What follows belongs to an exercise in optimizing a design on an open flow for small area, a short achievable clock period and few clock cycles; a production flow would make more cautious choices. Function was checked by simulation only, so behaviour that the tests miss may differ from the original.

==> flow/design.v (outline; a module is shown in full before it is edited, if it fits) <==
// module fa1: 4 lines
// module ha1: 4 lines
// module fft8_top: 501 lines
module fft8_top #(
parameter N= 8,
parameter WIDTH= 12,
parameter FRACTION = 8
)(
input  wire clk,
input  wire rst,
input  wire start,
input  wire load,
input  wire [$clog2(N)-1:0] load_addr,
input  wire signed [WIDTH-1:0] data_in_re,
input  wire signed [WIDTH-1:0] data_in_im,
input  wire [$clog2(N)-1:0] out_addr,
output reg  done,
output reg  signed [WIDTH-1:0] data_out_re,
output reg  signed [WIDTH-1:0] data_out_im
);
  // ...
==> flow/flow/run.sh <==
#!/bin/bash
# Standard layout (the standard.sh: standard synthesis, floorplan, place,
# CTS, route, finish), with the timing repair asked to leave 7.6 ns of setup
# slack at the design's clock period.  The constraints are unchanged.
set -euo pipefail
bash standard.sh SETUP_SLACK_MARGIN=7.6 finish > standard_flow.log 2>&1
==> flow/standard.sh <==
#!/bin/bash
# synth_recipe.tcl (not shown) runs the flow's synth.tcl, then flattens the netlist and writes it again
# the make line also repeats each setting of config.mk as NAME=value (left out here)
make -C /OpenROAD-flow-scripts/flow DESIGN_CONFIG=/design/flow/config.mk WORK_HOME=/design/flow/orfs CLKGATE_MAP_FILE= SYNTH_SCRIPT=/design/flow/synth_recipe.tcl "${@:-finish}"
==> flow/config.mk <==
export PLATFORM = sky130hd
export DESIGN_NAME = fft8_top
export DESIGN_NICKNAME = fft8_top
export VERILOG_FILES = /design/flow/design.v
export SDC_FILE = /design/flow/constraint.sdc
export NUM_CORES = 4
export LEC_CHECK = 0
export ABC_AREA = 1
export CAP_MARGIN = 20
export CORE_MARGIN = 2
export CORE_UTILIZATION = 35
export SLEW_MARGIN = 20
export SYNTH_HIERARCHICAL = 1
export SYNTH_MINIMUM_KEEP_SIZE = 0
==> flow/constraint.sdc <==
create_clock -name core_clock -period 15.0 [get_ports {clk}]
set_input_delay 3.0000 -clock core_clock [delete_from_list [all_inputs] [get_ports {clk}]]
set_output_delay 3.0000 -clock core_clock [all_outputs]
set_load 0.01 [all_outputs]
==> impl_metrics.json, run 1 <==
{
  "outcome": "no timing/DRC/antenna violations",
  "ys_ff_latch": 211,
  "wl_per_cell_um": 20.48,
  "rsz0062_at_grt": "yes",
  "synth.most_common_cell": "nand2_1",
  "ant_nets": 0,
  "synth_top_family_by_area": "adder cells",
  "multi_input_area_um2": 14710,
  "reg2reg_from": "acc[10][6]$_DFF_P_",
  "cts.sinks": 211,
  "drt_iter0_markers": 1641,
  "hold_class": "flip-flop to flip-flop",
  "finalSetupViolations": 0,
  "diodes": 1,
  "cts_buffers": 26,
  "drtPass1Iterations": 6,
  "num_vias": 17472,
  "die_w_um": 248.1,
  "final_cell_mix": "nand2_1, inv_1, nor2_1",
  "rr_worst_depth": 24,
  "fmax_mhz": 134.2,
  "cts_setup_buffers": 10,
  "synth_top_area_share": 0.2938,
  "critical_path.top_delay_family": "buffers and inverters",
  "cts.clk_slew.worst_paths_ns": 0.07,
  "drive_above_1_share": 0.04528,
  "dieArea_um2": 61540,
  "cts_tree": "yes",
  "synthSimpleGateAreaFrac": 0.1777
}
Testbench counts, summed over its fixed seeds: cycles 5,760.
==> run 2, diff against run 1 <==
==> flow/flow/run.sh (replaced) <==
#!/bin/bash
# Standard layout (the standard.sh: standard synthesis, floorplan, place,
# CTS, route, finish), with the timing repair asked to leave 7.9 ns of setup
# slack at the design's clock period.  The constraints are unchanged.
set -euo pipefail
bash standard.sh SETUP_SLACK_MARGIN=7.9 finish > standard_flow.log 2>&1
==> impl_metrics.json, run 2 <==
{
  "cts_buffers": 26,
  "async_flop_share": 0.01422,
  "rsz0062_at_grt": "yes",
  "crit_path_max_incr_delay_ns": 0.20,
  "critical_path.top_delay_family": "buffers and inverters",
  "core_area_um2": 58910,
  "synthXorXnorAreaFrac": 0.07393,
  "synth_top_cell_by_area": "fa_1",
  "fmax_mhz": 138.5,
  "synth.most_common_cell": "nand2_1",
  "top_regs": "acc x192, pend x16",
  "grt.total_usage": 0.2344,
  "rr_worst_depth": 25,
  "area_growth_pct": 15.57,
  "clk_path_buf_depth": 3,
  "cts.sinks": 211,
  "synthesis.area_um2": 20850,
  "cp.arrival_ns": 4.22,
  "synth_compound_gate_area_share": 0.09625,
  "period_share": 0.4815,
  "max_slew_margin": 0.4191,
  "start_util": 0.3540,
  "whs_endpoint": "fresh$_DFFE_PP1P_",
  "outcome": "no timing/DRC/antenna violations",
  "reg2reg_slack_ns": 8.41,
  "synth_top_area_share": 0.2938,
  "drt-total-wl_mm": 72.38,
  "hold_viol_final": 0,
  "cp_num_cells": 8,
  "start_kind": "input port",
  "finalNetCount": 3105,
  "rr_endpoint": "acc[13][8]$_DFF_P_",
  "ant_nets": 0,
  "grt_pass1_wl_mm": 107.1,
  "yosysSeqAreaShare": 0.2034,
  "syn_avg_cell_area_um2": 7.958,
  "path_class": "input port to output pin",
  "min_from": "fresh$_DFFE_PP1P_",
  "synthMuxAreaShare": 0,
  "regMostFlops": "acc",
  "hold_depth": 2,
  "antenna_found_initial": 2,
  "path_cells": "buf_16, nor2_4, buf_12, nand2_8, o22ai_1, nor2_1, o211ai_1, buf_2",
  "clock_skew_ns": 0.03269,
  "cts-root-buf": "clkbuf_16",
  "portBuffers": 58,
  "cts.clk_slew.worst_paths_ns": 0.07,
  "reg2reg_from": "acc[10][3]$_DFF_P_",
  "die_h_um": 248.1,
  "hold_class": "flip-flop to flip-flop",
  "required_ns": 12.00,
  "critical-path-slowest-cell": "nor2_4",
  "gp_congestion": 0.9743,
  "grt_overflow": 0,
  "worstSetupStartpoint": "out_addr[1]",
  "synth_commonest_cells": "nand2_1, inv_1, nor2_1",
  "slew_viol_final": 0,
  "syn_inst": 2620,
  "fillers": 5928,
  "crit_path_max_fanout": 12,
  "synth_adder_area_share": 0.3448,
  "grt_max_degree": 82,
  "dp_hpwl_mm": 56.24,
  "fin_crit_ns": 7.222,
  "final_common_cell": "nand2_1",
  "synth_ff_type": "dfxtp_1",
  "drc": 0,
  "die_w_um": 248.1,
  "cts_tree": "yes",
  "finalSetupViolations": 0,
  "htreeDepth": 1,
  "first_global_vias": 17370,
  "tns_ns": 0,
  "yosysUniqueCellTypes": 39,
  "ys_ff_latch": 211,
  "cp-end-kind": "output pin",
  "drt_iter0_markers": 1911,
  "ys_top_cells_by_area": "fa_1, dfxtp_1, nand2_1",
  "num_vias": 17637,
  "final_cell_mix": "nand2_1, inv_1, nor2_1",
  "cap_violations": 0,
  "viasPerCell": 5.077,
  "worst_pin_slew_ns": 0.8713,
  "dieArea_um2": 61540,
  "drtPass1Iterations": 6,
  "drive_above_1_share": 0.07333,
  "synth_top_family_by_area": "adder cells",
  "io_pins": 59,
  "largest_reg_flops": 192,
  "cp.buffers_inverters": 3,
  "ys_warn_count": 8,
  "rows": 89,
  "synth_edf_count": 0,
  "clk_latency_ns": 0.58,
  "synthSimpleGateAreaFrac": 0.1777,
  "wl_per_cell_um": 20.83
}
==> run 2: worst reg2reg max path, cell delays in order (launching register included) <==
cell	delay (ns)
dfxtp_1	0.33
inv_1	0.16
ha_1	0.54
inv_1	0.18
nand2_1	0.09
nand2_1	0.05
nand2_1	0.05
nand3_1	0.10
nand2_1	0.08
nand2_1	0.10
xor2_1	0.62
fa_1	0.56
fa_1	0.51
fa_1	0.52
fa_1	0.50
inv_1	0.06
fa_1	0.49
fa_1	0.43
inv_1	0.10
nand2_1	0.08
o21ai_0	0.43
nand2_1	0.13
nand2_1	0.08
nand2_1	0.04
nand3_1	0.11
o21ai_0	0.10
==> run 2: through the flow <==
step	cells	util	hold slack (ns)	setup WS, ns	cell area (um2)
floorplan	2628	-	0.4052	8.174	20880
global placement	3374	0.3749	0.4536	6.255	22080
detailed placement	3374	0.3749	0.4598	6.215	22080
CTS	3455	0.3999	0.4678	7.834	23560
global route	3473	0.4090	0.4967	7.774	24090
finish	3474	0.4091	0.4781	7.778	24100
==> run 2: repair_timing <==
action	4_1_cts	5_1_grt
gates cloned	9	7
gates resized for setup	195	56
setup endpoints to repair	74	57
pin swaps	14	22
hold buffers	0	0
buffers inserted	24	11
==> run 2: cell type report <==
| class | count | area (um2) | area share |
|---|---|---|---|
| Antenna cell | 1 | 2.502 | 0.0001038 |
| Clock buffer | 31 | 679.4 | 0.02819 |
| Clock inverter | 17 | 251.5 | 0.01044 |
| Inverter | 450 | 1757 | 0.07290 |
| Multi-Input combinational cell | 1877 | 14960 | 0.6207 |
| Sequential cell | 211 | 4240 | 0.1760 |
| Tap cell | 773 | 967.2 | 0.04014 |
| Timing Repair Buffer | 111 | 1216 | 0.05047 |
| Timing Repair inverter | 3 | 25.02 | 0.001038 |
==> run 2: modules after synthesis, one instance, submodules excluded <==
module    flops+latches  area, um2  times used  cells
ha1                   0      12.51           6      1
fft8_top            211      14850           1   2318
fa1                   0      20.02         296      1
==> run 2: logic make-up after synthesis <==
group           count (synthesis)
simple gates                  935
buf+inv                       549
fa+ha+maj                     391
compound gates                356
flops                         211
xor+xnor                      176
other cells                     2
==> run 2: metal layers <==
layer | wire length, um | track usage
met1 | 30090 | 0.3127
met2 | 31660 | 0.3700
met3 | 6461 | 0.04740
met4 | 4153 | 0.09880
met5 | 12 | 0
==> run 2: worst max path at each step <==
stage,endpoint,slack [ns]
detailed placement,data_out_re[9],6.21
finish,data_out_im[11],7.78
global placement,data_out_re[9],6.25
floorplan,data_out_im[1],8.17
global route,data_out_im[4],7.77
CTS,data_out_re[10],7.83

## re-timing with driven ports
The results above use ideal ports. As a check the final layouts listed here were re-extracted and re-timed, cells and wires unchanged.
Step 1 (the two cells are an assumption about what drives the block):
set clk [get_ports {clk}]
set_driving_cell -lib_cell sky130_fd_sc_hd__clkbuf_16 $clk
set_driving_cell -lib_cell sky130_fd_sc_hd__buf_2 [delete_from_list [all_inputs] $clk]
Step 2 adds t to the input delays and takes it off the output delays; t is the mean of the earliest and latest rising clock arrival at the registers after step 1. Input paths then give back, and output paths get back, about the clock's delay inside the block.
Slacks: no drivers / after step 1 / after step 2; pairs: no drivers / after step 1.
run	shift t [ns]	slack for setup (ns)	hold WS [ns]	worst setup path at the end	worst register clock-pin slew, ns
run 1	0.617	7.551 / 7.508 / 7.210	0.477 / 0.477 / 0.477	input to register	0.07 / 0.07
run 2	0.619	7.778 / 7.678 / 7.449	0.478 / 0.478 / 0.478	input to register	0.07 / 0.07
After both steps setup and hold are still met in every run listed. For run 1, which loses most, drivers alone change the setup slack by -0.043 ns; drivers and shift together by -0.341 ns.
